Background: an optimization exercise with open tools, aiming at small area. Do not read the settings as production practice.
The RTL was checked by simulation tests, not by an equivalence proof against the original design.
In every run shown here, the design's own scripts or RTL, not TritonCTS, make the clock network.
No driver is modelled on the clock port, so clock power and skew are understated where the tree is cut down; a real chip needs a root buffer or a tree.
Power is estimated from default activity; no workload was simulated.

**flow/config.mk**
```make
export PLATFORM = sky130hd
export DESIGN_NAME = cs42448
export DESIGN_NICKNAME = cs42448
export VERILOG_FILES = /design/flow/design.v
export SDC_FILE = /design/flow/constraint.sdc
export NUM_CORES = 4
export LEC_CHECK = 0
export CAP_MARGIN = 20
export CORE_MARGIN = 2
export CORE_UTILIZATION = 70
export PLACE_DENSITY = 0.8
export SLEW_MARGIN = 20
```
**flow/constraint.sdc**
```tcl
create_clock -name core_clock -period 10.0 [get_ports {sys_clk}]
set_input_delay 2.0000 -clock core_clock [delete_from_list [all_inputs] [get_ports {sys_clk}]]
set_output_delay 2.0000 -clock core_clock [all_outputs]
set_load 0.01 [all_outputs]
```
**flow/design.v**
```verilog
`timescale 1ns / 1ps
module cs42448_adc (
	input				sys_clk,
	input	[5 : 0]		ph,
	input				ADC_SDIN_CH0,
	input				ADC_SDIN_CH1,
	input				ADC_SDIN_CH2,
	output				dout0,
	output				dout1,
	output				dout2
);
	reg					hold1;
	reg		[64 : 0]	sr01;
	reg		[32 : 0]	ring2;
	reg					last0, last1, last2;
	wire	frame_end = (ph == 6'd33);
	wire	tail = (ph[5 : 1] == 5'b10000);
	always@(posedge sys_clk)begin
		hold1 <= ADC_SDIN_CH1;
		sr01 <= {sr01[63 : 0], ph[0] ? hold1 : ADC_SDIN_CH0};
		ring2 <= {ring2[31 : 0], ph[0] ? ring2[32] : ADC_SDIN_CH2};
		if(frame_end)begin
			last0 <= sr01[64];
			last1 <= sr01[63];
			last2 <= ring2[31];
		end
	end
	assign dout0 = tail ? last0 : (ph[0] ? sr01[64] : sr01[63]);
	assign dout1 = tail ? last1 : (ph[0] ? sr01[63] : sr01[62]);
	assign dout2 = tail ? last2 : (ph[0] ? ring2[31] : ring2[30]);
endmodule
`timescale 1ns / 1ps
module cs42448_dac (
	input	[5 : 0]		ph,
	input				all_ready,
	input				all_ready2,
	input				dout0,
	input				dout1,
	input				dout2,
	output				DAC_SDOUT_CH0,
	output				DAC_SDOUT_CH1,
	output				DAC_SDOUT_CH2,
	output				DAC_SDOUT_CH3,
	output				DAC_SCLK,
	output				DAC_LRCK,
	output				ADC_SCLK,
	output				ADC_LRCK
);
	wire	sclk = all_ready & ph[0];
	wire	lrck = all_ready & !ph[5];
	assign DAC_SCLK = sclk;
	assign DAC_LRCK = lrck;
	assign ADC_SCLK = sclk;
	assign ADC_LRCK = lrck;
	assign DAC_SDOUT_CH0 = all_ready2 & dout0;
	assign DAC_SDOUT_CH1 = all_ready2 & dout1;
	assign DAC_SDOUT_CH2 = all_ready2 & dout2;
	assign DAC_SDOUT_CH3 = all_ready2 & dout0;
endmodule
`timescale 1ns / 1ps
module cs42448_iic #(
	parameter startup_frames = 512,
	parameter startup_frames2 = 32
)(
	input				sys_clk,
	input				sys_nrst,
	output	[5 : 0]		ph,
	output				all_ready,
	output				all_ready2,
	output				cs_mclk_rdy,
	output				cs_nrst,
	output				scl,
	input				sda_i,
	output				sda_o,
	output				sda_oe
);
	reg		[5 : 0]		ph_r;
	always@(posedge sys_clk)begin
		if(!sys_nrst)
			ph_r <= 6'd34;
		else
			ph_r <= ph_r + 6'd1;
	end
	assign ph = ph_r;
	wire	frame_end = (ph_r == 6'd33);
	localparam	[3 : 0]	F0 = 4'd0, F1 = 4'd1, F2 = 4'd2, F3 = 4'd3, F4 = 4'd4,
					F5 = 4'd5, F6 = 4'd6, F7 = 4'd7, F8 = 4'd8, F9 = 4'd12,
					F10 = 4'd13, F11 = 4'd15;
	reg		[3 : 0]		fsm;
	reg					ld;
	reg					mclk_r;
	wire				ready;
	reg		[9 : 0]		cnt;
	wire	st0 = (fsm == F0);
	wire	st7 = (fsm == F7);
	wire	st9 = fsm[3] & fsm[2];
	wire	last_wr = (cnt[4 : 0] == 5'd23);
	wire	last_rd = (cnt[4 : 0] == 5'd21);
	always@(posedge sys_clk)begin
		if(!sys_nrst)
			cnt <= 10'd1;
		else begin
			case(fsm)
				F0: if(frame_end) cnt <= cnt + 10'd1;
				F2: if(ready) cnt <= cnt + 10'd1;
				F4: if(ready) cnt <= last_wr ? 10'd1 : cnt + 10'd1;
				F6: if(ready) cnt <= last_rd ? 10'd1 : cnt + 10'd1;
				F7: cnt <= cnt + 10'd1;
				F8: cnt <= 10'd0;
				F9, F10, F11: if(frame_end) cnt <= cnt + 10'd1;
				default: ;
			endcase
		end
	end
	wire	[4 : 0]		ptr = (st7 | fsm[3]) ? 5'd2 : cnt[4 : 0];
	assign all_ready = (fsm == F10) | (fsm == F11);
	assign all_ready2 = (fsm == F11);
	always@(posedge sys_clk)begin
		if(!sys_nrst)begin
			fsm <= F0;
			ld <= 1'b0;
			mclk_r <= 1'b0;
		end else begin
			case(fsm)
				F0: begin
					if(frame_end && cnt[6])
						fsm <= F1;
				end
				F1: begin
					ld <= 1'b1;
					if(!ready)
						fsm <= F2;
				end
				F2: begin
					ld <= 1'b0;
					if(ready)
						fsm <= F3;
				end
				F3: begin
					ld <= 1'b1;
					if(!ready)
						fsm <= F4;
				end
				F4: begin
					ld <= 1'b0;
					if(ready)
						fsm <= last_wr ? F5 : F3;
				end
				F5: begin
					ld <= 1'b1;
					if(!ready)
						fsm <= F6;
				end
				F6: begin
					ld <= 1'b0;
					if(ready)
						fsm <= last_rd ? F7 : F5;
				end
				F7: begin
					if(cnt[6])begin
						ld <= 1'b1;
						mclk_r <= 1'b1;
					end
					if(!ready)
						fsm <= F8;
				end
				F8: begin
					ld <= 1'b0;
					if(ready)
						fsm <= F9;
				end
				F9: begin
					if(cnt[9])
						fsm <= F10;
				end
				F10: begin
					if(cnt[5])
						fsm <= F11;
				end
				default: ;
			endcase
		end
	end
	assign cs_nrst = !st0;
	assign cs_mclk_rdy = mclk_r;
	wire	rw = (fsm == F1) | (fsm == F2) | (fsm == F5) | (fsm == F6);
	reg		[7 : 0]		cfg_byte;
	always@(*)begin
		cfg_byte = 8'h00;
		if(fsm == F3 || fsm == F4)begin
			case(ptr)
				5'd2: cfg_byte = 8'h01;
				5'd3: cfg_byte = 8'hF0;
				5'd4: cfg_byte = 8'h49;
				default: cfg_byte = 8'h00;
			endcase
		end
	end
	cs42448_i2cm i2cm_u0 (
		.sys_clk	(sys_clk),
		.sys_nrst	(sys_nrst),
		.ld			(ld),
		.rw			(rw),
		.ptr		(ptr),
		.cfg_byte	(cfg_byte),
		.ready		(ready),
		.scl		(scl),
		.sda_i		(sda_i),
		.sda_o		(sda_o),
		.sda_oe		(sda_oe)
	);
endmodule
module cs42448_i2cm (
	input				sys_clk,
	input				sys_nrst,
	input				ld,
	input				rw,
	input	[4 : 0]		ptr,
	input	[7 : 0]		cfg_byte,
	output				ready,
	output				scl,
	input				sda_i,
	output				sda_o,
	output				sda_oe
);
	localparam	S_START		= 5'd0,
				S_ADDR		= 5'd1,
				S_NB		= 5'd2,
				S_RL		= 5'd5,
				S_STOP		= 5'd6,
				S_EP		= 5'd7,
				S_BIT0		= 5'd8,		 
				S_ER		= 5'd16,
				S_RACK		= 5'd17,
				S_WACK		= 5'd18,
				S_ACHK		= 5'd19;
	reg		[4 : 0]		stg;
	reg		[1 : 0]		byt;		 
	reg		[4 : 0]		scnt;
	reg					first;
	reg					rdf;
	reg					busy;		 
	reg					rdl;		 
	reg					ackr;
	reg					sda_r;
	wire	act = ld | busy;
	wire	wrap5 = (scnt == (first ? 5'd29 : 5'd30));
	wire	[2 : 0]	bi = stg[2 : 0];
	wire	c0 = (scnt == 5'd0);
	wire	s_bits = stg[3];
	wire	s_start = (stg == S_START);
	wire	s_nb = (stg == S_NB);
	wire	s_stop = (stg == S_STOP);
	wire	s_ep = (stg == S_EP);
	wire	s_er = (stg == S_ER);
	wire	s_rack = (stg == S_RACK);
	wire	s_wack = (stg == S_WACK);
	wire	s_achk = (stg == S_ACHK);
	wire	nack_restart = s_start & c0 & busy & ackr;
	assign ready = s_start & c0 & (!busy | ackr);
	wire	iosel = (s_wack & !c0) | s_achk | s_nb |
					(s_bits & (byt == 2'd3)) | (s_rack & c0) |
					nack_restart | (s_stop & c0 & (byt != 2'd3));
	wire	scl_hi = (scnt > 5'd6) & (scnt < 5'd19);
	assign scl = s_start ? ((scnt < 5'd25) & !nack_restart) :
				 (s_bits | s_wack | s_rack) ? scl_hi :
				 s_stop ? (scnt > 5'd6) :
				 (s_ep | s_er);
	assign sda_o = sda_r;
	assign sda_oe = !iosel;
	reg		txbit;
	always@(*)begin
		if(byt == 2'd0)begin
			case(bi)
				3'd0: txbit = 1'b1;
				3'd1: txbit = 1'b0;
				3'd2: txbit = 1'b0;
				3'd3: txbit = 1'b1;
				3'd4: txbit = 1'b0;
				3'd5: txbit = 1'b1;
				3'd6: txbit = 1'b1;
				default: txbit = rdf;
			endcase
		end else if(byt[0])begin
			txbit = bi[2] | (bi == 3'd3) ? ptr[3'd7 - bi] : 1'b0;
		end else begin
			txbit = cfg_byte[3'd7 - bi];
		end
	end
	always@(posedge sys_clk)begin
		if(!sys_nrst)begin
			stg <= S_START;
			scnt <= 5'd0;
			first <= 1'b1;
			busy <= 1'b0;
			sda_r <= 1'b1;
		end else begin
			if(s_bits)begin
				sda_r <= txbit;
				if(wrap5)begin
					scnt <= 5'd0;
					if(bi == 3'd7)
						stg <= (byt == 2'd3) ? S_RACK : S_WACK;
					else
						stg <= stg + 5'd1;
				end else
					scnt <= scnt + 5'd1;
			end else begin
				case(stg)
					S_START: begin
						if(!busy)begin
							rdf <= 1'b0;
							busy <= ld;
							rdl <= rw;
						end
						if(c0)
							sda_r <= 1'b1;
						if(scnt == 5'd6)
							sda_r <= 1'b0;
						if(wrap5)begin
							scnt <= 5'd0;
							stg <= S_ADDR;
						end else if(act)
							scnt <= scnt + 5'd1;
					end
					S_ADDR: begin
						if(scnt == 5'd6)begin
							scnt <= 5'd0;
							stg <= S_BIT0;
						end else
							scnt <= scnt + 5'd1;
						byt <= 2'd0;
					end
					S_NB: begin
						stg <= S_BIT0;
						byt <= (byt == 2'd0) ? {rdf, 1'b1} : 2'd2;
					end
					S_RL: begin
						stg <= S_STOP;
					end
					S_STOP: begin
						if(c0)
							sda_r <= 1'b0;
						if(scnt == 5'd24)
							sda_r <= 1'b1;
						if(wrap5)begin
							scnt <= 5'd0;
							first <= 1'b0;
							stg <= S_EP;
						end else
							scnt <= scnt + 5'd1;
					end
					S_EP: begin
						if(scnt == 5'd6)begin
							scnt <= 5'd0;
							if(rdl & !rdf)begin
								stg <= S_START;
								rdf <= 1'b1;
							end else
								stg <= S_ER;
						end else
							scnt <= scnt + 5'd1;
					end
					S_ER: begin
						stg <= S_START;
						busy <= 1'b0;
					end
					S_RACK: begin
						sda_r <= 1'b1;
						if(wrap5)begin
							scnt <= 5'd0;
							stg <= S_RL;
						end else
							scnt <= scnt + 5'd1;
					end
					S_WACK: begin
						if(scnt == 5'd12)
							ackr <= sda_i;
						if(wrap5)begin
							scnt <= 5'd0;
							stg <= S_ACHK;
						end else
							scnt <= scnt + 5'd1;
					end
					S_ACHK: begin
						if(ackr)
							stg <= S_START;
						else if(byt[1] | (byt[0] & rdl))
							stg <= S_STOP;
						else
							stg <= S_NB;
					end
					default: ;
				endcase
			end
		end
	end
endmodule
`timescale 1ns / 1ps
module cs42448 #(
	parameter clk_freq = 12288,
	parameter i2c_bps = 400000,
	parameter startup_frames = 512,
	parameter startup_frames2 = 32
)(
	input				sys_clk,
	input				sys_nrst,
	output				CS42xx8_DAC_SDOUT0,
	output				CS42xx8_DAC_SDOUT1,
	output				CS42xx8_DAC_SDOUT2,
	output				CS42xx8_DAC_SDOUT3,
	output				CS42xx8_DAC_SCLK,
	output				CS42xx8_DAC_LRCK,
	input				CS42xx8_ADC_SDIN0,
	input				CS42xx8_ADC_SDIN1,
	input				CS42xx8_ADC_SDIN2,
	output				CS42xx8_ADC_SCLK,
	output				CS42xx8_ADC_LRCK,
	output				CS42xx8_MCLK_EN,
	output				CS42xx8_SCL,
	input				CS42xx8_SDA_I,
	output				CS42xx8_SDA_O,
	output				CS42xx8_SDA_OE,
	output				CS42xx8_nRST
);
	wire	[5 : 0]		ph;
	wire				all_ready;
	wire				all_ready2;
	cs42448_iic #(
		.startup_frames		(startup_frames),
		.startup_frames2	(startup_frames2)
	) cs42448_u0 (
		.sys_clk		(sys_clk),
		.sys_nrst		(sys_nrst),
		.ph				(ph),
		.all_ready		(all_ready),
		.all_ready2		(all_ready2),
		.cs_mclk_rdy	(CS42xx8_MCLK_EN),
		.cs_nrst		(CS42xx8_nRST),
		.scl			(CS42xx8_SCL),
		.sda_i			(CS42xx8_SDA_I),
		.sda_o			(CS42xx8_SDA_O),
		.sda_oe			(CS42xx8_SDA_OE)
	);
	wire	dout0, dout1, dout2;
	cs42448_adc cs42448_adc_u0 (
		.sys_clk		(sys_clk),
		.ph				(ph),
		.ADC_SDIN_CH0	(CS42xx8_ADC_SDIN0),
		.ADC_SDIN_CH1	(CS42xx8_ADC_SDIN1),
		.ADC_SDIN_CH2	(CS42xx8_ADC_SDIN2),
		.dout0			(dout0),
		.dout1			(dout1),
		.dout2			(dout2)
	);
	cs42448_dac cs42448_dac_u0 (
		.ph				(ph),
		.all_ready		(all_ready),
		.all_ready2		(all_ready2),
		.dout0			(dout0),
		.dout1			(dout1),
		.dout2			(dout2),
		.DAC_SDOUT_CH0	(CS42xx8_DAC_SDOUT0),
		.DAC_SDOUT_CH1	(CS42xx8_DAC_SDOUT1),
		.DAC_SDOUT_CH2	(CS42xx8_DAC_SDOUT2),
		.DAC_SDOUT_CH3	(CS42xx8_DAC_SDOUT3),
		.DAC_SCLK		(CS42xx8_DAC_SCLK),
		.DAC_LRCK		(CS42xx8_DAC_LRCK),
		.ADC_SCLK		(CS42xx8_ADC_SCLK),
		.ADC_LRCK		(CS42xx8_ADC_LRCK)
	);
endmodule
```
**flow/flow/run.sh**
```bash
#!/bin/bash
# Own layout flow: the standard ORFS flow (standard.sh) with
#  - an area-oriented ABC mapping script in synthesis (registers unchanged),
#  - single-drive port buffers,
#  - a one-level clock tree built in the CTS step's PRE hook.
set -euo pipefail
here=$(pwd)
flowdir=$here/flow

# ORFS scripts with the ABC area script replaced
rm -rf "$here/orfs_scripts"
cp -r "$FLOW_HOME/scripts" "$here/orfs_scripts"
cat > "$here/orfs_scripts/abc_area.script" <<'ABC'
strash
dc2
dch -f
amap
topo
dnsize
strash
dc2
dch -f
amap
topo
dnsize
ABC
export SCRIPTS_DIR=$here/orfs_scripts
export ABC_AREA=1
export BUFFER_PORTS_ARGS="-buffer_cell sky130_fd_sc_hd__buf_1"

export MTREE_TCL=$flowdir/mtree.tcl
export MTREE_K=4
export MTREE_BUF=sky130_fd_sc_hd__clkbuf_16
export MTREE_ROOT=""
export PRE_CTS_TCL=$flowdir/pre_cts.tcl

bash standard.sh > standard.log 2>&1
```
**flow/flow/mtree.tcl**
```tcl
# Manual clock tree: the clock port drives an optional root buffer and K
# clock buffers, each driving the flip-flops of one placement cluster.
# Clusters come from capacity-limited k-means; of several random starts
# the one with the smallest largest estimated load (pin + wire) is kept.
proc mt_cluster { sinks K seed } {
  expr {srand($seed)}
  set n [llength $sinks]
  set cx {}; set cy {}
  for {set k 0} {$k < $K} {incr k} {
    set s [lindex $sinks [expr {int(rand() * $n)}]]
    lappend cx [lindex $s 1]; lappend cy [lindex $s 2]
  }
  set cap [expr {int(ceil(double($n) / $K)) + 3}]
  for {set iter 0} {$iter < 25} {incr iter} {
    set pairs {}
    set i 0
    foreach s $sinks {
      for {set k 0} {$k < $K} {incr k} {
        lappend pairs [list [expr {abs([lindex $s 1] - [lindex $cx $k]) + abs([lindex $s 2] - [lindex $cy $k])}] $i $k]
      }
      incr i
    }
    set assign [lrepeat $n -1]
    set cnt [lrepeat $K 0]
    foreach p [lsort -real -index 0 $pairs] {
      lassign $p d i k
      if {[lindex $assign $i] >= 0 || [lindex $cnt $k] >= $cap} continue
      lset assign $i $k
      lset cnt $k [expr {[lindex $cnt $k] + 1}]
    }
    set sx [lrepeat $K 0.0]; set sy [lrepeat $K 0.0]
    set i 0
    foreach s $sinks {
      set k [lindex $assign $i]
      lset sx $k [expr {[lindex $sx $k] + [lindex $s 1]}]
      lset sy $k [expr {[lindex $sy $k] + [lindex $s 2]}]
      incr i
    }
    for {set k 0} {$k < $K} {incr k} {
      if {[lindex $cnt $k] > 0} {
        lset cx $k [expr {[lindex $sx $k] / [lindex $cnt $k]}]
        lset cy $k [expr {[lindex $sy $k] / [lindex $cnt $k]}]
      }
    }
  }
  # estimated load per cluster, fF: pins plus wire (distances in dbu)
  set load [lrepeat $K 0.0]
  set i 0
  foreach s $sinks {
    set k [lindex $assign $i]
    set d [expr {(abs([lindex $s 1] - [lindex $cx $k]) + abs([lindex $s 2] - [lindex $cy $k])) / 1000.0}]
    lset load $k [expr {[lindex $load $k] + 1.8 + 0.12 * $d}]
    incr i
  }
  set worst 0.0
  foreach l $load { if {$l > $worst} { set worst $l } }
  return [list $worst $assign $cx $cy $cnt]
}

proc manual_clock_tree { K bufname {rootname ""} {tries 40} } {
  set block [ord::get_db_block]
  set db [ord::get_db]
  set clknet [$block findNet sys_clk]
  set sinks {}
  foreach it [$clknet getITerms] {
    set bb [[$it getInst] getBBox]
    lappend sinks [list $it [expr {([$bb xMin] + [$bb xMax]) / 2.0}] [expr {([$bb yMin] + [$bb yMax]) / 2.0}]]
  }
  set best {}
  for {set t 1} {$t <= $tries} {incr t} {
    set r [mt_cluster $sinks $K $t]
    if {$best eq {} || [lindex $r 0] < [lindex $best 0]} { set best $r }
  }
  lassign $best worst assign cx cy cnt
  puts "manual clock tree: largest estimated cluster load $worst fF"
  set src $clknet
  if {$rootname ne ""} {
    set rinst [odb::dbInst_create $block [$db findMaster $rootname] "clkbuf_manual_root"]
    set rnet [odb::dbNet_create $block "clknet_manual_root"]
    $rnet setSigType CLOCK
    [$rinst findITerm A] connect $clknet
    [$rinst findITerm X] connect $rnet
    set mx 0.0; set my 0.0
    foreach x $cx y $cy { set mx [expr {$mx + $x}]; set my [expr {$my + $y}] }
    $rinst setLocation [expr {int($mx / $K)}] [expr {int($my / $K)}]
    $rinst setPlacementStatus PLACED
    set src $rnet
  }
  set master [$db findMaster $bufname]
  for {set k 0} {$k < $K} {incr k} {
    set inst [odb::dbInst_create $block $master "clkbuf_manual_$k"]
    set net [odb::dbNet_create $block "clknet_manual_$k"]
    $net setSigType CLOCK
    [$inst findITerm A] connect $src
    [$inst findITerm X] connect $net
    $inst setLocation [expr {int([lindex $cx $k])}] [expr {int([lindex $cy $k])}]
    $inst setPlacementStatus PLACED
    set i 0
    foreach s $sinks {
      if {[lindex $assign $i] == $k} {
        set it [lindex $s 0]
        $it disconnect
        $it connect $net
      }
      incr i
    }
    puts "manual clock tree: buffer $k drives [lindex $cnt $k] sinks"
  }
}
```
**flow/flow/pre_cts.tcl**
```tcl
# Replaces TritonCTS with a one-level clock tree: the clock port drives
# a few large clock buffers, each driving the flip-flops of one
# placement cluster (see mtree.tcl). The rest of the CTS step (legalizing,
# timing repair) runs as usual.
source $::env(MTREE_TCL)
manual_clock_tree $::env(MTREE_K) $::env(MTREE_BUF) $::env(MTREE_ROOT)
rename clock_tree_synthesis tritoncts_unused
proc clock_tree_synthesis { args } {
  puts "clock tree built by pre_cts.tcl; clock_tree_synthesis $args skipped"
}
```
**flow/standard.sh**
```bash
#!/bin/bash
# synth_recipe.tcl (not shown) runs the flow's synth.tcl, then flattens the netlist and writes it again
# the make line also repeats each setting of config.mk as NAME=value (left out here)
make -C /OpenROAD-flow-scripts/flow DESIGN_CONFIG=/design/flow/config.mk WORK_HOME=/design/flow/orfs CLKGATE_MAP_FILE= SYNTH_SCRIPT=/design/flow/synth_recipe.tcl "${@:-finish}"
```
==> run summary, run 1 <==
outcome finished clean; Net count, final 510; Top FF cell, synth dfxtp_1; share of post-route cells with drive strength above 1 0.818%; die area 7330 sq um; RSZ-0062 raised after global routing no; Worst Tran Pin Value 1010 ps; sw power 335 uW; Reg clk slew, reported paths 120 ps; DP Wirelength 7.05 mm; # DRC 0; Max VDD drop 272 uV; Synth async-reset ratio 0%; largest net degree at the start of global routing 40; GR Util All Layers 27.7%; vias in the first global route 3248; Skew-Pair Late Insertion Delay 180 ps; mean area per synthesized cell 9.92 sq um; area grow syn2layout 5.18%; Cell Area, Synth 4660 sq um; initial antenna violation count 0; Clock Skew 13.4 ps; die extent in x 85.6 um; placed cells 562; leakage 1.80 nW; most frequent cells in the layout dfxtp_1 (134), nor2_1 (70), clkinv_1 (55), a21oi_1 (29), nor3_1 (28); count of final max-slew check failures 0; crit path cell chain clkinv_1, ha_1, clkinv_1, nor3_1, nand2_1, nor2_1, o21ai_0, a221oi_1, clkinv_1, a31oi_1, o21ai_0, o21ai_0, clkinv_1, o21ai_0, a21oi_1; Switching Fraction 30.2%; crit path max fanout 7; pwr/cell area 226 nW/um^2; ANT cells 0; CP max stage delay 760 ps; met1 WL 4.24 mm; Initial Util 73.0%; first-iteration detailed-routing DRC count 331; I/O pin cnt 19; Clock power frac 18.7%; f_max 215 MHz; Synth Instances 470; Netlist cell types 34; commonest non-fill, non-tap cell in the layout dfxtp_1; Hold-fix buffers, CTS 0; via count 3564; synthesized flop and latch total 142; final RePlAce weighted congestion 0.895; CP top delay family compound AO/OA/AOI/OAI gates; Finished Layout Cells 566; post-CTS sizing 0; CP Launch Type flip-flop; Worst Path Buf+Inv 4; Comb power frac 21.6%; drt wl/cell 17.9 um; sequential fraction of design power 59.7%; Final ANT Viol Nets 0; WP data required 10060 ps; final WL 10.2 mm; register area share after synthesis 62.7%; Fin. Hold Viols 0; WP data arrival 4710 ps; postcts setup bufs 0; Int Pwr 773 uW; die span in y 85.6 um; DR WL met3 892 um; Slew HR 32.9%; Vias/cell 6.30; total gr overflow 0; Core Area 6390 sq um; max_cap viols 0; first-pass GRT wire length 16.3 mm; Worst Hold Class reg2reg; CP max stage cell o21ai_0; Final Setup Violations 0; critical setup path kind reg2reg; drt first pass iters 6; fin crit share 46.5%; DR WL met2 4.87 mm; minimum clock period 4650 ps; Setup crit end kind flip-flop; PortBufs 18; Synth Net Count 489; Post-synth EDFFs 8; Rows 29; post-route setup TNS 0 ps; YS warnings 3; Highest Signal Layer met4
## per-stage QoR
step                      hold WS (ps)  cell area (sq um)  setup WS [ps]  power [mW]  utilization, %
after floorplan                    310               4660           6380       0.829               -
after global placement             310               4800           5990       0.885            75.2
after detailed placement           312               4800           5790       0.899            75.2
after CTS                          312               4900           5620        1.07            76.8
after global routing               339               4900           5090        1.16            76.8
final                              335               4900           5350        1.11            76.8
## Yosys cell counts (3+ instances only)
master     number  share of area [%]
nand2_1        24                1.9
clkinv_1       55                4.4
dfxtp_1       134                 58
a2111oi_0       5               0.94
a21oi_1        29                3.1
ha_1           13                3.5
a22oi_1         5               0.81
o21ai_0        21                2.3
nor4_1          6               0.81
a221oi_1        7                1.3
or3_1           3               0.40
a211oi_1       11                1.8
a31oi_1         6               0.81
nor3_1         28                3.0
buf_4           3               0.48
o22ai_1         3               0.40
nand4_1         6               0.81
nand3_1        10                1.1
and3_1          4               0.54
edfxtp_1        8                5.2
nor2_1         70                5.6
a311oi_1        3               0.56
## path summary, 6_finish.rpt
check / slack (ps) / depth (start not counted) / endpoint / start
worst max-delay path: 5350 / 15 / cs42448_u0.cnt[4] / cs42448_u0.i2cm_u0.stg[1]
worst min register to register: 340 / 0 / cs42448_adc_u0.sr01[62] / cs42448_adc_u0.sr01[61]
worst min-delay path: 340 / 0 / cs42448_adc_u0.sr01[62] / cs42448_adc_u0.sr01[61]
worst max register to register: 5350 / 15 / cs42448_u0.cnt[4] / cs42448_u0.i2cm_u0.stg[1]
## layer usage
layer | GRT usage, % | vias up
li1 | - | 1684
met1 | 39.5 | 1650
met2 | 46.6 | 213
met3 | 3.56 | 17
met4 | 4.62 | 0
met5 | 0 | -
## final cells by class
type | count | area, sq um
well taps | 77 | 96.3
fillers | 410 | 1480
plain buffers | 4 | 100
multi-input cells | 270 | 1510
flip-flops and latches | 142 | 2920
inverters | 55 | 206
repair buffers | 18 | 67.6
## cells by family (layout without fill, tap and decap cells)
family,after synthesis,in the layout,synth area share [%]
AO/OA/AOI/OAI,101,101,14.0
AND/OR/NAND/NOR,156,156,14.9
buffers and inverters,58,77,4.91
flip-flops,142,142,62.7
adder cells (fa/ha/maj),13,13,3.49
## registers in the layout (all words and copies together) (netlist names), 2 cells and up
signal	flops
cs42448_adc_u0.sr01	65
cs42448_u0.i2cm_u0.stg	5
cs42448_u0.ph_r	6
cs42448_u0.i2cm_u0.byt	2
cs42448_u0.fsm	4
cs42448_adc_u0.ring2	33
cs42448_u0.i2cm_u0.scnt	5
cs42448_u0.cnt	10
## worst reg2reg max path, cell delays in order (launching register included)
cell      delay (ps)
dfxtp_1          420
clkinv_1         140
ha_1             190
clkinv_1         110
nor3_1           270
nand2_1          210
nor2_1           200
o21ai_0          210
a221oi_1         740
clkinv_1         380
a31oi_1          220
o21ai_0          140
o21ai_0          760
clkinv_1         300
o21ai_0          180
a21oi_1           70
## power by group through the flow
| stage | clock network, mW | logic (mW) | registers (mW) |
|---|---|---|---|
| floorplan | 0 | 0.171 | 0.658 |
| CTS | 0.159 | 0.233 | 0.674 |
| global placement | 0 | 0.217 | 0.668 |
| global route | 0.225 | 0.265 | 0.666 |
| detailed placement | 0 | 0.229 | 0.670 |
| finish | 0.207 | 0.239 | 0.662 |
==> run 2: changes to the inputs <==
--- a/flow/config.mk
+++ b/flow/config.mk
@@ -9,4 +9,3 @@
 export CORE_MARGIN = 2
-export CORE_UTILIZATION = 70
-export PLACE_DENSITY = 0.8
+export CORE_UTILIZATION = 60
 export SLEW_MARGIN = 20
==> run 2 against run 1 <==
Against the previous run: routed wire length fell by 14%; setup slack improved by 330 ps; synthesized area did not move; sequential cell count did not move; still clean on timing, DRC and antenna; hold slack improved by 2.9 ps; utilization fell by 12 points; critical endpoint is now CS42xx8_SCL; via count fell by 6.9%.
==> run summary, run 2 <==
die area 8490 sq um; Clock Skew 10.6 ps; initial antenna violation count 0; drt wl/cell 14.8 um; Crit path top cell by count clkinv_1; Net count, final 510; registers with the most flip-flops cs42448_adc_u0.sr01: 65 flops, cs42448_adc_u0.ring2: 33 flops, cs42448_u0.cnt: 10 flops; Vias/cell 5.62; sequential fraction of design power 60.1%; max_cap viols 0; die span in y 92.2 um; mean area per synthesized cell 9.92 sq um; f_max 232 MHz; synthesized flop and latch total 142; Rows 32; Worst Path Buf+Inv 3; Commonest cells post-synth dfxtp_1 (134), nor2_1 (70), clkinv_1 (55), a21oi_1 (29), nor3_1 (28); die extent in x 92.2 um; vias in the first global route 3009; Switching Fraction 29.3%; share of post-route cells with drive strength above 1 0.818%; Biggest register cs42448_adc_u0.sr01; outcome finished clean; I/O pin cnt 19; Yosys top cell area share 57.5%; Initial Util 61.0%; post-CTS sizing 0; most frequent cells in the layout dfxtp_1 (134), nor2_1 (70), clkinv_1 (55), a21oi_1 (29), nor3_1 (28); Max VDD drop 182 uV; Final ANT Viol Nets 0; Synth Net Count 489; CP Launch Type flip-flop; FF/Latch Area 2920 sq um; most numerous cell in the Yosys netlist dfxtp_1; Cell Area, Synth 4660 sq um; hold_ws 338 ps; post-route setup TNS 0 ps; top cells by area, synth dfxtp_1 (58%), nor2_1 (5.6%), edfxtp_1 (5.2%); via count 3319; Top FF cell, synth dfxtp_1; crit path max fanout 11; critical setup path kind reg2out; WP data arrival 2310 ps; final RePlAce weighted congestion 0.943; count of final max-slew check failures 0; top cell type by total area after synthesis dfxtp_1; Worst Tran Pin Value 977 ps; CP top delay family buffers and inverters; Core Area 7650 sq um; CP max stage delay 630 ps; postcts setup bufs 0; ANT cells 0; YS warnings 3; drt first pass iters 7; commonest non-fill, non-tap cell in the layout dfxtp_1; crit path cell chain clkinv_1, nor3_1, clkinv_1, a31oi_1, o31ai_1, buf_1; Largest register FFs 65; placed cell areas 4840 sq um; Comb power frac 21.0%; area of the multi-input gates 1510 sq um; Reg clk slew, reported paths 120 ps; fin crit share 43.1%; Int Pwr 773 uW; PortBufs 18; Hold-fix buffers, CTS 0; Slew HR 34.9%; first-pass GRT wire length 14.5 mm; Setup crit end kind output port; Netlist cell types 34; filler cell count 615; register area share after synthesis 62.7%; RSZ-0062 raised after global routing no; DP Worst Slack 5960 ps; largest net degree at the start of global routing 40; Worst Hold Class reg2reg; leakage 1.80 nW; pwr/cell area 221 nW/um^2; Final Instance Area 4940 sq um; WP data required 8000 ps; DP Wirelength 6.28 mm; Clock power frac 18.9%; Synth async-reset ratio 0%; total gr overflow 0; minimum clock period 4310 ps; CP max stage cell nor3_1; first-iteration detailed-routing DRC count 309; area grow syn2layout 5.85%; sw power 320 uW; Final WS setup 5690 ps; Final Setup Violations 0; Post-synth EDFFs 8; GR Util All Layers 20.5%; Synth Instances 470; Skew-Pair Late Insertion Delay 180 ps; final WL 8.74 mm; Fin. Hold Viols 0; # DRC 0
## run 2: cell counts in the layout (fill, tap and decap cells not counted)
Identical to the previous run, type by type.
## run 2: cells by family (layout without fill, tap and decap cells)
family	Yosys count	in the layout	synth area share (%)
adders and majority gates	13	13	3.49
buffers and inverters	58	77	4.91
and+or+nand+nor	156	156	14.9
DFF	142	142	62.7
AOI/OAI and AO/OA	101	101	14.0
## run 2: area by class of cell
type | instances | share of cell area (%)
Timing Repair Buffer | 18 | 1.37
Sequential cell | 142 | 59.2
Tap cell | 102 | 2.59
Inverter | 55 | 4.18
Multi-Input combinational cell | 270 | 30.6
Buffer | 4 | 2.03
## run 2: through the flow
stage          power [mW]  util (%)  instances
2_1_floorplan       0.829         -        470
3_3_place_gp        0.888      63.2        587
3_5_place_dp        0.892      63.2        587
4_1_cts              1.05      64.5        591
5_1_grt              1.15      64.5        591
6_report             1.09      64.5        591
## run 2: power groups by stage
stage / Clock (mW) / Sequential, mW / Combinational, mW
floorplan: 0 / 0.658 / 0.171
global route: 0.227 / 0.663 / 0.258
detailed placement: 0 / 0.669 / 0.223
finish: 0.206 / 0.657 / 0.229
global placement: 0 / 0.668 / 0.220
CTS: 0.159 / 0.670 / 0.225
## run 2: path summary, 6_finish.rpt
kind	start	endpoint	slack [ps]	cells past startpoint
setup / recovery	cs42448_u0.i2cm_u0.stg[2]	CS42xx8_SCL	5690	6
hold / removal	cs42448_adc_u0.ring2[5]	cs42448_adc_u0.ring2[6]	340	0
setup reg to reg	cs42448_u0.i2cm_u0.stg[0]	cs42448_u0.cnt[4]	5940	15
hold reg to reg	cs42448_adc_u0.ring2[5]	cs42448_adc_u0.ring2[6]	340	0
## run 2: metal layers
metal / up-vias / GRT usage [%] / routed length, um
met5: - / 0 / 0
met4: 0 / 1.87 / 63
met3: 6 / 0.986 / 424
met2: 100 / 33.5 / 3860
met1: 1541 / 31.6 / 4390
li1: 1672 / - / -
==> run 3: changes to the inputs <==
--- a/flow/design.v
+++ b/flow/design.v
@@ -289,2 +289,29 @@
 	end
+	wire	s_addr = (stg == S_ADDR);
+	wire	s_rl = (stg == S_RL);
+	wire	c6 = (scnt == 5'd6);
+	wire	seg_end = ((s_bits | s_start | s_stop | s_rack | s_wack) & wrap5) |
+					  ((s_addr | s_ep) & c6);
+	wire	counting = s_bits | (s_start & act) | s_addr | s_stop | s_ep |
+					   s_rack | s_wack;
+	always@(posedge sys_clk)begin
+		if(!sys_nrst || seg_end || !counting)
+			scnt <= 5'd0;
+		else
+			scnt <= scnt + 5'd1;
+	end
+	always@(posedge sys_clk)begin
+		if(!sys_nrst)
+			sda_r <= 1'b1;
+		else if(s_bits)
+			sda_r <= txbit;
+		else if(s_start)
+			sda_r <= (scnt < 5'd6);
+		else if(s_stop)
+			sda_r <= (scnt > 5'd23);
+		else if(s_rack | s_rl | s_ep | s_er)
+			sda_r <= 1'b1;
+		else if(s_addr)
+			sda_r <= 1'b0;
+	end
 	always@(posedge sys_clk)begin
@@ -292,11 +319,7 @@
 			stg <= S_START;
-			scnt <= 5'd0;
 			first <= 1'b1;
 			busy <= 1'b0;
-			sda_r <= 1'b1;
 		end else begin
 			if(s_bits)begin
-				sda_r <= txbit;
 				if(wrap5)begin
-					scnt <= 5'd0;
 					if(bi == 3'd7)
@@ -305,4 +328,3 @@
 						stg <= stg + 5'd1;
-				end else
-					scnt <= scnt + 5'd1;
+				end
 			end else begin
@@ -315,18 +337,8 @@
 						end
-						if(c0)
-							sda_r <= 1'b1;
-						if(scnt == 5'd6)
-							sda_r <= 1'b0;
-						if(wrap5)begin
-							scnt <= 5'd0;
+						if(wrap5)
 							stg <= S_ADDR;
-						end else if(act)
-							scnt <= scnt + 5'd1;
 					end
 					S_ADDR: begin
-						if(scnt == 5'd6)begin
-							scnt <= 5'd0;
+						if(c6)
 							stg <= S_BIT0;
-						end else
-							scnt <= scnt + 5'd1;
 						byt <= 2'd0;
@@ -341,16 +353,9 @@
 					S_STOP: begin
-						if(c0)
-							sda_r <= 1'b0;
-						if(scnt == 5'd24)
-							sda_r <= 1'b1;
 						if(wrap5)begin
-							scnt <= 5'd0;
 							first <= 1'b0;
 							stg <= S_EP;
-						end else
-							scnt <= scnt + 5'd1;
+						end
 					end
 					S_EP: begin
-						if(scnt == 5'd6)begin
-							scnt <= 5'd0;
+						if(c6)begin
 							if(rdl & !rdf)begin
@@ -360,4 +365,3 @@
 								stg <= S_ER;
-						end else
-							scnt <= scnt + 5'd1;
+						end
 					end
@@ -368,8 +372,4 @@
 					S_RACK: begin
-						sda_r <= 1'b1;
-						if(wrap5)begin
-							scnt <= 5'd0;
+						if(wrap5)
 							stg <= S_RL;
-						end else
-							scnt <= scnt + 5'd1;
 					end
@@ -378,7 +378,4 @@
 							ackr <= sda_i;
-						if(wrap5)begin
-							scnt <= 5'd0;
+						if(wrap5)
 							stg <= S_ACHK;
-						end else
-							scnt <= scnt + 5'd1;
 					end
--- a/flow/flow/run.sh
+++ b/flow/flow/run.sh
@@ -4,3 +4,3 @@
 #  - single-drive port buffers,
-#  - a one-level clock tree built in the CTS step's PRE hook.
+#  - a one-level clock tree built in the CTS step's PRE hook (optional).
 set -euo pipefail
@@ -30,7 +30,12 @@
 
-export MTREE_TCL=$flowdir/mtree.tcl
-export MTREE_K=4
-export MTREE_BUF=sky130_fd_sc_hd__clkbuf_16
-export MTREE_ROOT=""
-export PRE_CTS_TCL=$flowdir/pre_cts.tcl
+MODE=manual
+if [[ $MODE == manual ]]; then
+  export MTREE_TCL=$flowdir/mtree.tcl
+  export MTREE_K=${MTREE_K:-5}
+  export MTREE_BUF=${MTREE_BUF:-sky130_fd_sc_hd__clkbuf_16}
+  export MTREE_ROOT=${MTREE_ROOT:-sky130_fd_sc_hd__clkbuf_4}
+  export PRE_CTS_TCL=$flowdir/pre_cts.tcl
+else
+  export CTS_ARGS="-sink_clustering_enable -repair_clock_nets -buf_list sky130_fd_sc_hd__clkbuf_8 -dont_use_dummy_load"
+fi
 
==> run 3 against run 2 <==
Against the previous run: final cell count increased by 0.68%; register-to-register slack worse by 260 ps; synthesized cell count up 0.21%; sequential cell count unchanged; utilization rose by 0.65 points; global-route usage is 1.7 points higher; setup slack lost 440 ps; largest cell class unchanged; combinational power grew 38%; hold slack got worse by 14 ps; first-iteration DRC count is 24% lower; sequential share of layout area is 0.59 points lower.
==> run summary, run 3 <==
I/O pin cnt 19; ANT cells 0; area grow syn2layout 6.69%; Post-synth EDFFs 8; filler cell count 630; R2R Setup Slk 5680 ps; top cell type by total area after synthesis dfxtp_1; die span in y 92.3 um; WP data required 8000 ps; Worst Hold Class reg2reg; critical setup path kind reg2out; Commonest cells post-synth dfxtp_1 (134), nor2_1 (73), clkinv_1 (53), a21oi_1 (30), nor3_1 (30); count of final max-slew check failures 0; postcts setup bufs 0; minimum clock period 4760 ps; register area share after synthesis 62.5%; leakage 1.85 nW; Max VDD drop 202 uV; registers with the most flip-flops cs42448_adc_u0.sr01: 65 flops, cs42448_adc_u0.ring2: 33 flops, cs42448_u0.cnt: 10 flops; Highest Signal Layer met4; Slew HR 40.7%; Final Core Density 65.2%; origin of the critical flop-to-flop path cs42448_u0.i2cm_u0.stg[0]; via count 3333; crit path max fanout 10; max_cap viols 0; die area 8510 sq um; f_max 210 MHz; Hold Path Depth 0; Synth Instances 471; Final ANT Viol Nets 0; DR WL met3 441 um; mean area per synthesized cell 9.92 sq um; final RePlAce weighted congestion 0.918; RSZ-0062 raised after global routing no; Min-Delay Endpoint cs42448_adc_u0.sr01[31]; Final Setup Violations 0; Core Area 7650 sq um; final WL 9.20 mm; most frequent cells in the layout dfxtp_1 (134), nor2_1 (73), clkinv_1 (53), nor3_1 (30), a21oi_1 (30); Hold-fix buffers, CTS 0; Rows 32; commonest non-fill, non-tap cell in the layout dfxtp_1; Skew-Pair Late Insertion Delay 470 ps; Largest register FFs 65; DP Wirelength 6.67 mm; largest net degree at the start of global routing 33; post-CTS sizing 0; die extent in x 92.3 um; share of post-route cells with drive strength above 1 1.42%; vias in the first global route 3089; CP Launch Type flip-flop; GR Util All Layers 22.2%; Biggest register cs42448_adc_u0.sr01; pwr/cell area 248 nW/um^2; Cell Area, Synth 4670 sq um; # DRC 0; Reg clk slew, reported paths 110 ps; top cells by area, synth dfxtp_1 (57%), nor2_1 (5.9%), edfxtp_1 (5.1%); area of the multi-input gates 1530 sq um; DR WL met2 4.10 mm; Fin. Hold Viols 0; first-pass GRT wire length 15.5 mm; R2R Path End cs42448_u0.cnt[6]; met1 WL 4.43 mm; Setup crit end kind output port; worst reg2reg path depth 15; Top FF cell, synth dfxtp_1; most numerous cell in the Yosys netlist dfxtp_1; outcome finished clean; synthesized flop and latch total 142; Initial Util 61.1%; Net count, final 514; hold path startpoint cs42448_adc_u0.sr01[30]; FF/Latch Area 2920 sq um; Netlist cell types 40; Synth async-reset ratio 0%; Synth Net Count 490; PortBufs 18; drt wl/cell 15.5 um; YS warnings 3; Clock Skew 20.4 ps; total gr overflow 0; Vias/cell 5.60; first-iteration detailed-routing DRC count 236; fin crit share 47.6%; Yosys top cell area share 57.4%; Final WS setup 5240 ps; post-route setup TNS 0 ps; Worst Tran Pin Value 879 ps; drt first pass iters 5; DP Worst Slack 5780 ps; initial antenna violation count 0; WP data arrival 2760 ps
==> run 3: cell types whose count changed in the layout (fill, tap and decap cells not counted), moves of 3 or more <==
cell     change
a31oi_1      +3
nand4_1      -3
a22oi_1      -4
nor2_1       +3
==> run 3: cells by family after synthesis <==
logic type	after synthesis	share of synthesized area [%]
fa+ha+maj	13	3.48
buf+inv	56	4.74
simple gates	158	15.0
flops	142	62.5
compound gates	102	14.2
==> run 3: through the flow <==
stage / area [sq um] / instances / total power, mW / hold WS (ps)
6_report: 4990 / 595 / 1.23 / 325
5_1_grt: 4990 / 595 / 1.31 / 335
4_1_cts: 4990 / 595 / 1.19 / 312
3_5_place_dp: 4850 / 589 / 0.993 / 312
3_3_place_gp: 4850 / 589 / 0.994 / 310
2_1_floorplan: 4670 / 471 / 0.897 / 310
==> run 3: critical path: stages, from the launching register on <==
cell	delay (ps)
dfxtp_1	530
ha_1	250
clkinv_1	170
nor3_1	530
clkinv_1	240
o21ai_0	210
nor2_1	70
o32ai_1	130
buf_1	180
==> run 3: worst max-delay path by stage <==
| stage | from | endpoint | cells after the start |
|---|---|---|---|
| after global routing | cs42448_u0.i2cm_u0.stg[0] | CS42xx8_SCL | 8 |
| after CTS | cs42448_u0.i2cm_u0.stg[1] | CS42xx8_SCL | 8 |
| after global placement | cs42448_u0.i2cm_u0.stg[0] | CS42xx8_SCL | 8 |
| final | cs42448_u0.i2cm_u0.stg[0] | CS42xx8_SCL | 8 |
| after detailed placement | cs42448_u0.i2cm_u0.stg[1] | CS42xx8_SCL | 8 |
| after floorplan | cs42448_u0.i2cm_u0.stg[0] | CS42xx8_SDA_OE | 7 |
==> run 3: area by class of cell <==
type                       count  area share [%]
buffer                         6            2.66
inverter                      53            3.99
multi-input combinational    273            30.7
sequential                   142            58.6
tap                          102            2.56
timing repair buffer          19            1.51
==> run 3: report_power, final <==
part	leakage (nW)	internal, mW	switching (mW)
registers	1.19	0.629	0.0435
logic	0.597	0.110	0.207
clock network	0.0662	0.0941	0.151
total	1.85	0.833	0.401
==> run 3: routing by layer <==
layer,track usage [%],vias up
met5,0,-
met4,4.48,0
met3,1.81,24
met2,35.5,107
met1,33.3,1514
li1,-,1688
==> run 4: changes to the inputs <==
--- a/flow/design.v
+++ b/flow/design.v
@@ -225,13 +225,13 @@
 );
-	localparam	S_START		= 5'd0,
-				S_ADDR		= 5'd1,
-				S_NB		= 5'd2,
-				S_RL		= 5'd5,
-				S_STOP		= 5'd6,
-				S_EP		= 5'd7,
-				S_BIT0		= 5'd8,		 
+	localparam	S_START		= 5'd18,
+				S_ADDR		= 5'd2,
+				S_NB		= 5'd6,
+				S_RL		= 5'd23,
+				S_STOP		= 5'd0,
+				S_EP		= 5'd1,
 				S_ER		= 5'd16,
-				S_RACK		= 5'd17,
-				S_WACK		= 5'd18,
-				S_ACHK		= 5'd19;
+				S_RACK		= 5'd20,
+				S_WACK		= 5'd5,
+				S_ACHK		= 5'd4,
+				S_BIT0		= 5'd8;		 
 	reg		[4 : 0]		stg;
@@ -289,29 +289,2 @@
 	end
-	wire	s_addr = (stg == S_ADDR);
-	wire	s_rl = (stg == S_RL);
-	wire	c6 = (scnt == 5'd6);
-	wire	seg_end = ((s_bits | s_start | s_stop | s_rack | s_wack) & wrap5) |
-					  ((s_addr | s_ep) & c6);
-	wire	counting = s_bits | (s_start & act) | s_addr | s_stop | s_ep |
-					   s_rack | s_wack;
-	always@(posedge sys_clk)begin
-		if(!sys_nrst || seg_end || !counting)
-			scnt <= 5'd0;
-		else
-			scnt <= scnt + 5'd1;
-	end
-	always@(posedge sys_clk)begin
-		if(!sys_nrst)
-			sda_r <= 1'b1;
-		else if(s_bits)
-			sda_r <= txbit;
-		else if(s_start)
-			sda_r <= (scnt < 5'd6);
-		else if(s_stop)
-			sda_r <= (scnt > 5'd23);
-		else if(s_rack | s_rl | s_ep | s_er)
-			sda_r <= 1'b1;
-		else if(s_addr)
-			sda_r <= 1'b0;
-	end
 	always@(posedge sys_clk)begin
@@ -319,7 +292,11 @@
 			stg <= S_START;
+			scnt <= 5'd0;
 			first <= 1'b1;
 			busy <= 1'b0;
+			sda_r <= 1'b1;
 		end else begin
 			if(s_bits)begin
+				sda_r <= txbit;
 				if(wrap5)begin
+					scnt <= 5'd0;
 					if(bi == 3'd7)
@@ -328,3 +305,4 @@
 						stg <= stg + 5'd1;
-				end
+				end else
+					scnt <= scnt + 5'd1;
 			end else begin
@@ -337,8 +315,18 @@
 						end
-						if(wrap5)
+						if(c0)
+							sda_r <= 1'b1;
+						if(scnt == 5'd6)
+							sda_r <= 1'b0;
+						if(wrap5)begin
+							scnt <= 5'd0;
 							stg <= S_ADDR;
+						end else if(act)
+							scnt <= scnt + 5'd1;
 					end
 					S_ADDR: begin
-						if(c6)
+						if(scnt == 5'd6)begin
+							scnt <= 5'd0;
 							stg <= S_BIT0;
+						end else
+							scnt <= scnt + 5'd1;
 						byt <= 2'd0;
@@ -353,9 +341,16 @@
 					S_STOP: begin
+						if(c0)
+							sda_r <= 1'b0;
+						if(scnt == 5'd24)
+							sda_r <= 1'b1;
 						if(wrap5)begin
+							scnt <= 5'd0;
 							first <= 1'b0;
 							stg <= S_EP;
-						end
+						end else
+							scnt <= scnt + 5'd1;
 					end
 					S_EP: begin
-						if(c6)begin
+						if(scnt == 5'd6)begin
+							scnt <= 5'd0;
 							if(rdl & !rdf)begin
@@ -365,3 +360,4 @@
 								stg <= S_ER;
-						end
+						end else
+							scnt <= scnt + 5'd1;
 					end
@@ -372,4 +368,8 @@
 					S_RACK: begin
-						if(wrap5)
+						sda_r <= 1'b1;
+						if(wrap5)begin
+							scnt <= 5'd0;
 							stg <= S_RL;
+						end else
+							scnt <= scnt + 5'd1;
 					end
@@ -378,4 +378,7 @@
 							ackr <= sda_i;
-						if(wrap5)
+						if(wrap5)begin
+							scnt <= 5'd0;
 							stg <= S_ACHK;
+						end else
+							scnt <= scnt + 5'd1;
 					end
--- a/flow/flow/run.sh
+++ b/flow/flow/run.sh
@@ -4,3 +4,3 @@
 #  - single-drive port buffers,
-#  - a one-level clock tree built in the CTS step's PRE hook (optional).
+#  - a one-level clock tree built in the CTS step's PRE hook.
 set -euo pipefail
@@ -30,12 +30,7 @@
 
-MODE=manual
-if [[ $MODE == manual ]]; then
-  export MTREE_TCL=$flowdir/mtree.tcl
-  export MTREE_K=${MTREE_K:-5}
-  export MTREE_BUF=${MTREE_BUF:-sky130_fd_sc_hd__clkbuf_16}
-  export MTREE_ROOT=${MTREE_ROOT:-sky130_fd_sc_hd__clkbuf_4}
-  export PRE_CTS_TCL=$flowdir/pre_cts.tcl
-else
-  export CTS_ARGS="-sink_clustering_enable -repair_clock_nets -buf_list sky130_fd_sc_hd__clkbuf_8 -dont_use_dummy_load"
-fi
+export MTREE_TCL=$flowdir/mtree.tcl
+export MTREE_BUF=sky130_fd_sc_hd__clkbuf_16
+export MTREE_ROOT=sky130_fd_sc_hd__clkbuf_4
+export MTREE_MAX_SLEW=0.122
+export PRE_CTS_TCL=$flowdir/pre_cts.tcl
 
--- a/flow/flow/mtree.tcl
+++ b/flow/flow/mtree.tcl
@@ -109 +109,38 @@
 }
+
+# Undo manual_clock_tree: flip-flops back on the clock port's net, the
+# buffers and their nets removed.
+proc manual_clock_tree_undo { } {
+  set block [ord::get_db_block]
+  set clknet [$block findNet sys_clk]
+  foreach inst [$block getInsts] {
+    if {![string match "clkbuf_manual_*" [$inst getName]]} continue
+    set onet [[$inst findITerm X] getNet]
+    foreach it [$onet getITerms] {
+      if {[$it getInst] eq $inst} continue
+      if {[string match "clkbuf_manual_*" [[$it getInst] getName]]} {
+        $it disconnect
+        continue
+      }
+      $it disconnect
+      $it connect $clknet
+    }
+  }
+  foreach inst [$block getInsts] {
+    if {![string match "clkbuf_manual_*" [$inst getName]]} continue
+    set onet [[$inst findITerm X] getNet]
+    odb::dbInst_destroy $inst
+    odb::dbNet_destroy $onet
+  }
+}
+
+# Worst slew at a flip-flop clock pin, from placement parasitics.
+proc manual_clock_tree_worst_slew { } {
+  estimate_parasitics -placement
+  set worst 0.0
+  foreach pin [get_pins -hier */CLK] {
+    set s [get_property $pin slew_max]
+    if {$s > $worst} { set worst $s }
+  }
+  return $worst
+}
==> flow/flow/pre_cts.tcl (replaced) <==
source $::env(MTREE_TCL)
manual_clock_tree 4 $::env(MTREE_BUF) ""
detailed_placement
set_propagated_clock [all_clocks]
set mt_worst [manual_clock_tree_worst_slew]
puts "manual clock tree: 4 buffers, worst estimated clock-pin slew $mt_worst"
if {$mt_worst > $::env(MTREE_MAX_SLEW)} {
  manual_clock_tree_undo
  manual_clock_tree 5 $::env(MTREE_BUF) $::env(MTREE_ROOT)
  detailed_placement
  set mt_worst [manual_clock_tree_worst_slew]
  puts "manual clock tree: 5 buffers and a root, worst estimated clock-pin slew $mt_worst"
}
unset_propagated_clock [all_clocks]
rename clock_tree_synthesis tritoncts_unused
proc clock_tree_synthesis { args } {
  puts "clock tree built by pre_cts.tcl; clock_tree_synthesis $args skipped"
}
==> run 4 against run 3 <==
Against the previous run: power increased by 5.3%; critical path depth unchanged; routed wire length increased by 3.4%; clock skew decreased by 8.6 ps; sequential cell count unchanged; first-iteration DRC count decreased by 36%; die area decreased by 0.56%; utilization decreased by 0.12 points; synthesized area decreased by 0.59%; sequential power increased by 1%; synthesized cell count increased by 0.21%; critical path type unchanged.
==> run summary, run 4 <==
Worst Hold Class reg2reg; ANT cells 0; Fin. Hold Viols 0; area of the multi-input gates 1490 sq um; Synth Instances 472; top cell type by total area after synthesis dfxtp_1; count of final max-slew check failures 0; Final WS setup 5260 ps; final WL 9.51 mm; post-CTS sizing 0; Post-synth EDFFs 8; Reg clk slew, reported paths 100 ps; crit path launch cs42448_u0.i2cm_u0.stg[0]; outcome finished clean; Rows 32; critical setup path kind reg2out; CP Launch Type flip-flop; largest net degree at the start of global routing 33; Netlist cell types 34; vias in the first global route 3176; total power 1.30 mW; initial antenna violation count 0; Yosys top cell area share 57.7%; RSZ-0062 raised after global routing no; Hold-fix buffers, CTS 0; CP max stage delay 500 ps; Final ANT Viol Nets 0; global routing met3 resource utilization 1.31%; Top FF cell, synth dfxtp_1; commonest non-fill, non-tap cell in the layout dfxtp_1; DP Wirelength 6.60 mm; max_cap viols 0; die extent in x 92.0 um; Skew-Pair Late Insertion Delay 450 ps; YS warnings 3; Max VDD drop 183 uV; CP max stage cell nor3_1; Setup crit end kind output port; pwr/cell area 262 nW/um^2; DP Worst Slack 5810 ps; crit path max fanout 7; Finished Layout Cells 595; die span in y 92.0 um; die area 8460 sq um; Vias/cell 5.66; post-route setup TNS 0 ps; first-iteration detailed-routing DRC count 150; Slew HR 44.0%; total gr overflow 0; Initial Util 61.1%; Final Setup Violations 0; synthesized flop and latch total 142; PortBufs 18; met1 GRT Util 32.2%; drt first pass iters 5; registers with the most flip-flops cs42448_adc_u0.sr01: 65 flops, cs42448_adc_u0.ring2: 33 flops, cs42448_u0.cnt: 10 flops; # DRC 0; crit path cell chain clkinv_1, ha_1, clkinv_1, nor3_1, clkinv_1, nor3_1, a2111oi_0, buf_1; placed cells 589; busiest grt layer met2; first-pass GRT wire length 15.6 mm; final RePlAce weighted congestion 0.888; hold_ws 335 ps; postcts setup bufs 0; via count 3368; area grow syn2layout 6.57%; Crit path top cell by count clkinv_1; Synth async-reset ratio 0%; Synth Net Count 489; most frequent cells in the layout dfxtp_1 (134), nor2_1 (72), clkinv_1 (56), nand2_1 (30); f_max 211 MHz; Core Area 7610 sq um; drt wl/cell 16.0 um; Worst Tran Pin Value 831 ps; most numerous cell in the Yosys netlist dfxtp_1; FF/Latch Area 2920 sq um; filler cell count 595; M2 GR Usage 38.9%; Commonest cells post-synth dfxtp_1 (134), nor2_1 (72), clkinv_1 (56), nand2_1 (30); register area share after synthesis 62.9%; GR Util All Layers 22.5%; mean area per synthesized cell 9.84 sq um; origin of the critical flop-to-flop path cs42448_u0.i2cm_u0.stg[0]; WP data arrival 2740 ps; share of post-route cells with drive strength above 1 1.22%; WP data required 8000 ps; top cells by area, synth dfxtp_1 (58%), nor2_1 (5.8%), edfxtp_1 (5.2%); Clock Skew 11.8 ps; Biggest register cs42448_adc_u0.sr01; CP top delay family simple AND/OR/NAND/NOR gates; fin crit share 47.4%; leakage 1.82 nW; Cell Area, Synth 4650 sq um; Largest register FFs 65; hold path startpoint cs42448_adc_u0.ring2[3]; minimum clock period 4740 ps; I/O pin cnt 19; Worst Path Buf+Inv 4; Net count, final 512
[run 4: report_power, final]
group	total, mW	switching, mW	leakage [nW]	internal (mW)
combinational	0.373	0.250	0.570	0.123
clock	0.246	0.151	0.0662	0.0943
sequential	0.681	0.0484	1.19	0.632
[run 4: kinds of logic (layout without fill, tap and decap cells)]
| kind of cell | Yosys count | after routing | synth area share [%] |
|---|---|---|---|
| fa+ha+maj | 11 | 11 | 2.96 |
| buf+inv | 59 | 80 | 5.01 |
| compound gates | 103 | 103 | 14.4 |
| simple gates | 157 | 157 | 14.7 |
| flops | 142 | 142 | 62.9 |
[run 4: routing by layer]
layer | routed length [um] | vias to the layer above | share of wire [%]
met1 | 4520 | 1564 | 48
met4 | 155 | 0 | 1.6
met5 | 0 | - | 0
li1 | - | 1693 | -
met2 | 4540 | 95 | 48
met3 | 294 | 16 | 3.1
[run 4: metrics by stage]
step / util [%] / area (sq um)
2_1_floorplan: - / 4650
3_3_place_gp: 63.3 / 4820
3_5_place_dp: 63.3 / 4820
4_1_cts: 65.1 / 4950
5_1_grt: 65.1 / 4950
6_report: 65.1 / 4950
[run 4: final timing paths]
check / cells after the start / to / slack, ps
hold / removal: 0 / cs42448_adc_u0.ring2[4] / 340
setup reg to reg: 13 / cs42448_u0.cnt[6] / 5890
setup / recovery: 8 / CS42xx8_SDA_OE / 5260
hold reg to reg: 0 / cs42448_adc_u0.ring2[4] / 340
[run 4: cell type report]
class	instances	share of cell area, %
flip-flops and latches	142	59.0
repair buffers	18	1.36
multi-input cells	271	30.1
inverters	56	4.25
plain buffers	6	2.68
well taps	102	2.58
==> run 5: changes to the inputs <==
--- a/flow/design.v
+++ b/flow/design.v
@@ -225,13 +225,13 @@
 );
-	localparam	S_START		= 5'd18,
-				S_ADDR		= 5'd2,
-				S_NB		= 5'd6,
-				S_RL		= 5'd23,
-				S_STOP		= 5'd0,
-				S_EP		= 5'd1,
+	localparam	S_START		= 5'd0,
+				S_ADDR		= 5'd1,
+				S_NB		= 5'd2,
+				S_RL		= 5'd5,
+				S_STOP		= 5'd6,
+				S_EP		= 5'd7,
+				S_BIT0		= 5'd8,		 
 				S_ER		= 5'd16,
-				S_RACK		= 5'd20,
-				S_WACK		= 5'd5,
-				S_ACHK		= 5'd4,
-				S_BIT0		= 5'd8;		 
+				S_RACK		= 5'd17,
+				S_WACK		= 5'd18,
+				S_ACHK		= 5'd19;
 	reg		[4 : 0]		stg;
==> run 5 against run 4 <==
Against the previous run: final area shrank 0.30%; sequential cell count is the same; first-iteration DRC count grew 110%; routed wire length shrank 8.1%; via count shrank 1.5%; clock skew shrank 1.2 ps; utilization shrank 0.54 points; clock power shrank 16%; largest cell class unchanged; highest routed layer unchanged.
==> run summary, run 5 <==
outcome finished clean; WP data arrival 2310 ps; Core Area 7650 sq um; Skew-Pair Late Insertion Delay 180 ps; ANT cells 0; top cell type by total area after synthesis dfxtp_1; commonest non-fill, non-tap cell in the layout dfxtp_1; first-iteration detailed-routing DRC count 309; top cells by area, synth dfxtp_1 (58%), nor2_1 (5.6%), edfxtp_1 (5.2%); Largest register FFs 65; Net count, final 510; R2R Setup Slk 5940 ps; most frequent cells in the layout dfxtp_1 (134), nor2_1 (70), clkinv_1 (55), a21oi_1 (29), nor3_1 (28); YS warnings 3; most numerous cell in the Yosys netlist dfxtp_1; Final Core Density 64.5%; via count 3319; count of final max-slew check failures 0; registers with the most flip-flops cs42448_adc_u0.sr01: 65 flops, cs42448_adc_u0.ring2: 33 flops, cs42448_u0.cnt: 10 flops; drt first pass iters 7; post-route setup TNS 0 ps; Slew HR 34.9%; Worst Tran Pin Value 977 ps; f_max 232 MHz; critical setup path kind reg2out; R2R Path End cs42448_u0.cnt[4]; pwr/cell area 221 nW/um^2; leakage 1.80 nW; filler cell count 615; Clock Skew 10.6 ps; worst reg2reg path depth 15; Post-synth EDFFs 8; final WL 8.74 mm; fin crit share 43.1%; GR Util All Layers 20.5%; Vias/cell 5.62; initial antenna violation count 0; Top FF cell, synth dfxtp_1; Synth Instances 470; drt wl/cell 14.8 um; Final ANT Viol Nets 0; Final Setup Violations 0; Worst Hold Class reg2reg; mean area per synthesized cell 9.92 sq um; vias in the first global route 3009; Synth async-reset ratio 0%; hold_ws 338 ps; Synth Net Count 489; placed cell areas 4840 sq um; minimum clock period 4310 ps; RSZ-0062 raised after global routing no; crit path max fanout 11; Yosys top cell area share 57.5%; Hold-fix buffers, CTS 0; final RePlAce weighted congestion 0.943; Cell Area, Synth 4660 sq um; Rows 32; Max VDD drop 182 uV; Reg clk slew, reported paths 120 ps; FF/Latch Area 2920 sq um; area grow syn2layout 5.85%; Netlist cell types 34; Hold Path Depth 0; post-CTS sizing 0; origin of the critical flop-to-flop path cs42448_u0.i2cm_u0.stg[0]; die area 8490 sq um; Min-Delay Endpoint cs42448_adc_u0.ring2[6]; # DRC 0; max_cap viols 0; PortBufs 18; postcts setup bufs 0; Final Instance Area 4940 sq um; total gr overflow 0; synthesized flop and latch total 142; CP Launch Type flip-flop; DP Worst Slack 5960 ps; Setup crit end kind output port; Final WS setup 5690 ps; Fin. Hold Viols 0; die span in y 92.2 um; die extent in x 92.2 um; Commonest cells post-synth dfxtp_1 (134), nor2_1 (70), clkinv_1 (55), a21oi_1 (29), nor3_1 (28); Biggest register cs42448_adc_u0.sr01; area of the multi-input gates 1510 sq um; register area share after synthesis 62.7%; first-pass GRT wire length 14.5 mm; I/O pin cnt 19; share of post-route cells with drive strength above 1 0.818%; largest net degree at the start of global routing 40; Initial Util 61.0%; WP data required 8000 ps; DP Wirelength 6.28 mm; hold path startpoint cs42448_adc_u0.ring2[5]
==> run 5: changes by cell type after synthesis, sizes merged, moves of 3 or more <==
cell and change:
nand2 -6, a221oi +3, or3 +3, o21ai -6, a22oi +3, a31oi -5, a21oi +8, a311oi +3
==> run 5: how the worst max path moves through the flow <==
stage	slack (ps)	end	from	cells past startpoint
CTS	5960	CS42xx8_SCL	cs42448_u0.i2cm_u0.stg[2]	6
finish	5690	CS42xx8_SCL	cs42448_u0.i2cm_u0.stg[2]	6
detailed placement	5960	CS42xx8_SDA_OE	cs42448_u0.i2cm_u0.stg[2]	6
global placement	6030	CS42xx8_SDA_OE	cs42448_u0.i2cm_u0.stg[2]	6
global route	5420	CS42xx8_SDA_OE	cs42448_u0.i2cm_u0.stg[2]	7
floorplan	6380	CS42xx8_SCL	cs42448_u0.i2cm_u0.stg[1]	8
==> run 5: worst max-delay path: stages, from the launching register on <==
cell,delay [ps]
dfxtp_1,520
clkinv_1,340
nor3_1,630
clkinv_1,210
a31oi_1,180
o31ai_1,100
buf_1,140
==> run 5: power breakdown <==
group          switching [mW]  total, mW  internal (mW)
Clock                   0.131      0.206         0.0750
Combinational           0.155      0.229         0.0744
Sequential             0.0336      0.657          0.623
==> run 5: routing by layer <==
| layer | routed length (um) | global-route usage (%) | vias to the layer above |
|---|---|---|---|
| met1 | 4390 | 31.6 | 1541 |
| li1 | - | - | 1672 |
| met5 | 0 | 0 | - |
| met3 | 424 | 0.986 | 6 |
| met4 | 63 | 1.87 | 0 |
| met2 | 3860 | 33.5 | 100 |
==> run 5: area by class of cell <==
| cell class | instances | area share (%) |
|---|---|---|
| tap | 102 | 2.59 |
| multi-input combinational | 270 | 30.6 |
| buffer | 4 | 2.03 |
| sequential | 142 | 59.2 |
| timing repair buffer | 18 | 1.37 |
| inverter | 55 | 4.18 |
==> run 5: per-stage QoR <==
stage,power (mW),std cells
floorplan,0.829,470
global placement,0.888,587
detailed placement,0.892,587
CTS,1.05,591
global route,1.15,591
finish,1.09,591
==> run 5: cell families after synthesis <==
family | Yosys count | synth area share (%)
fa+ha+maj | 13 | 3.49
simple gates | 156 | 14.9
compound gates | 101 | 14.0
buf+inv | 58 | 4.91
flops | 142 | 62.7

==> separate check: timing with driven ports <==
No port has a modelled driver above. Below, the same layouts with a new extraction and two added sets of constraints.
Step 1, drivers: a clkbuf_16 drives sys_clk and a buf_2 each remaining input, both assumed.
Step 2, shift: input delay + t, output delay - t, t = (earliest + latest rising clock arrival at the registers) / 2. This alone moves slack from input paths to output paths.
Slacks: ideal ports / drivers / drivers and shift; pairs: ideal ports / drivers.
| run | t, ns | setup WS [ns] | worst data-port slew with drivers (ns) |
|---|---|---|---|
| run 1 | 0.249 | 5.354 / 5.354 / 5.354 | 0.03 |
| run 2 | 0.249 | 5.686 / 5.611 / 5.860 | 0.03 |
| run 3 | 0.485 | 5.242 / 5.213 / 5.681 | 0.04 |
| run 4 | 0.473 | 5.261 / 5.237 / 5.710 | 0.03 |
| run 5 | 0.249 | 5.686 / 5.611 / 5.860 | 0.03 |
After both steps setup and hold are still met in every run listed.
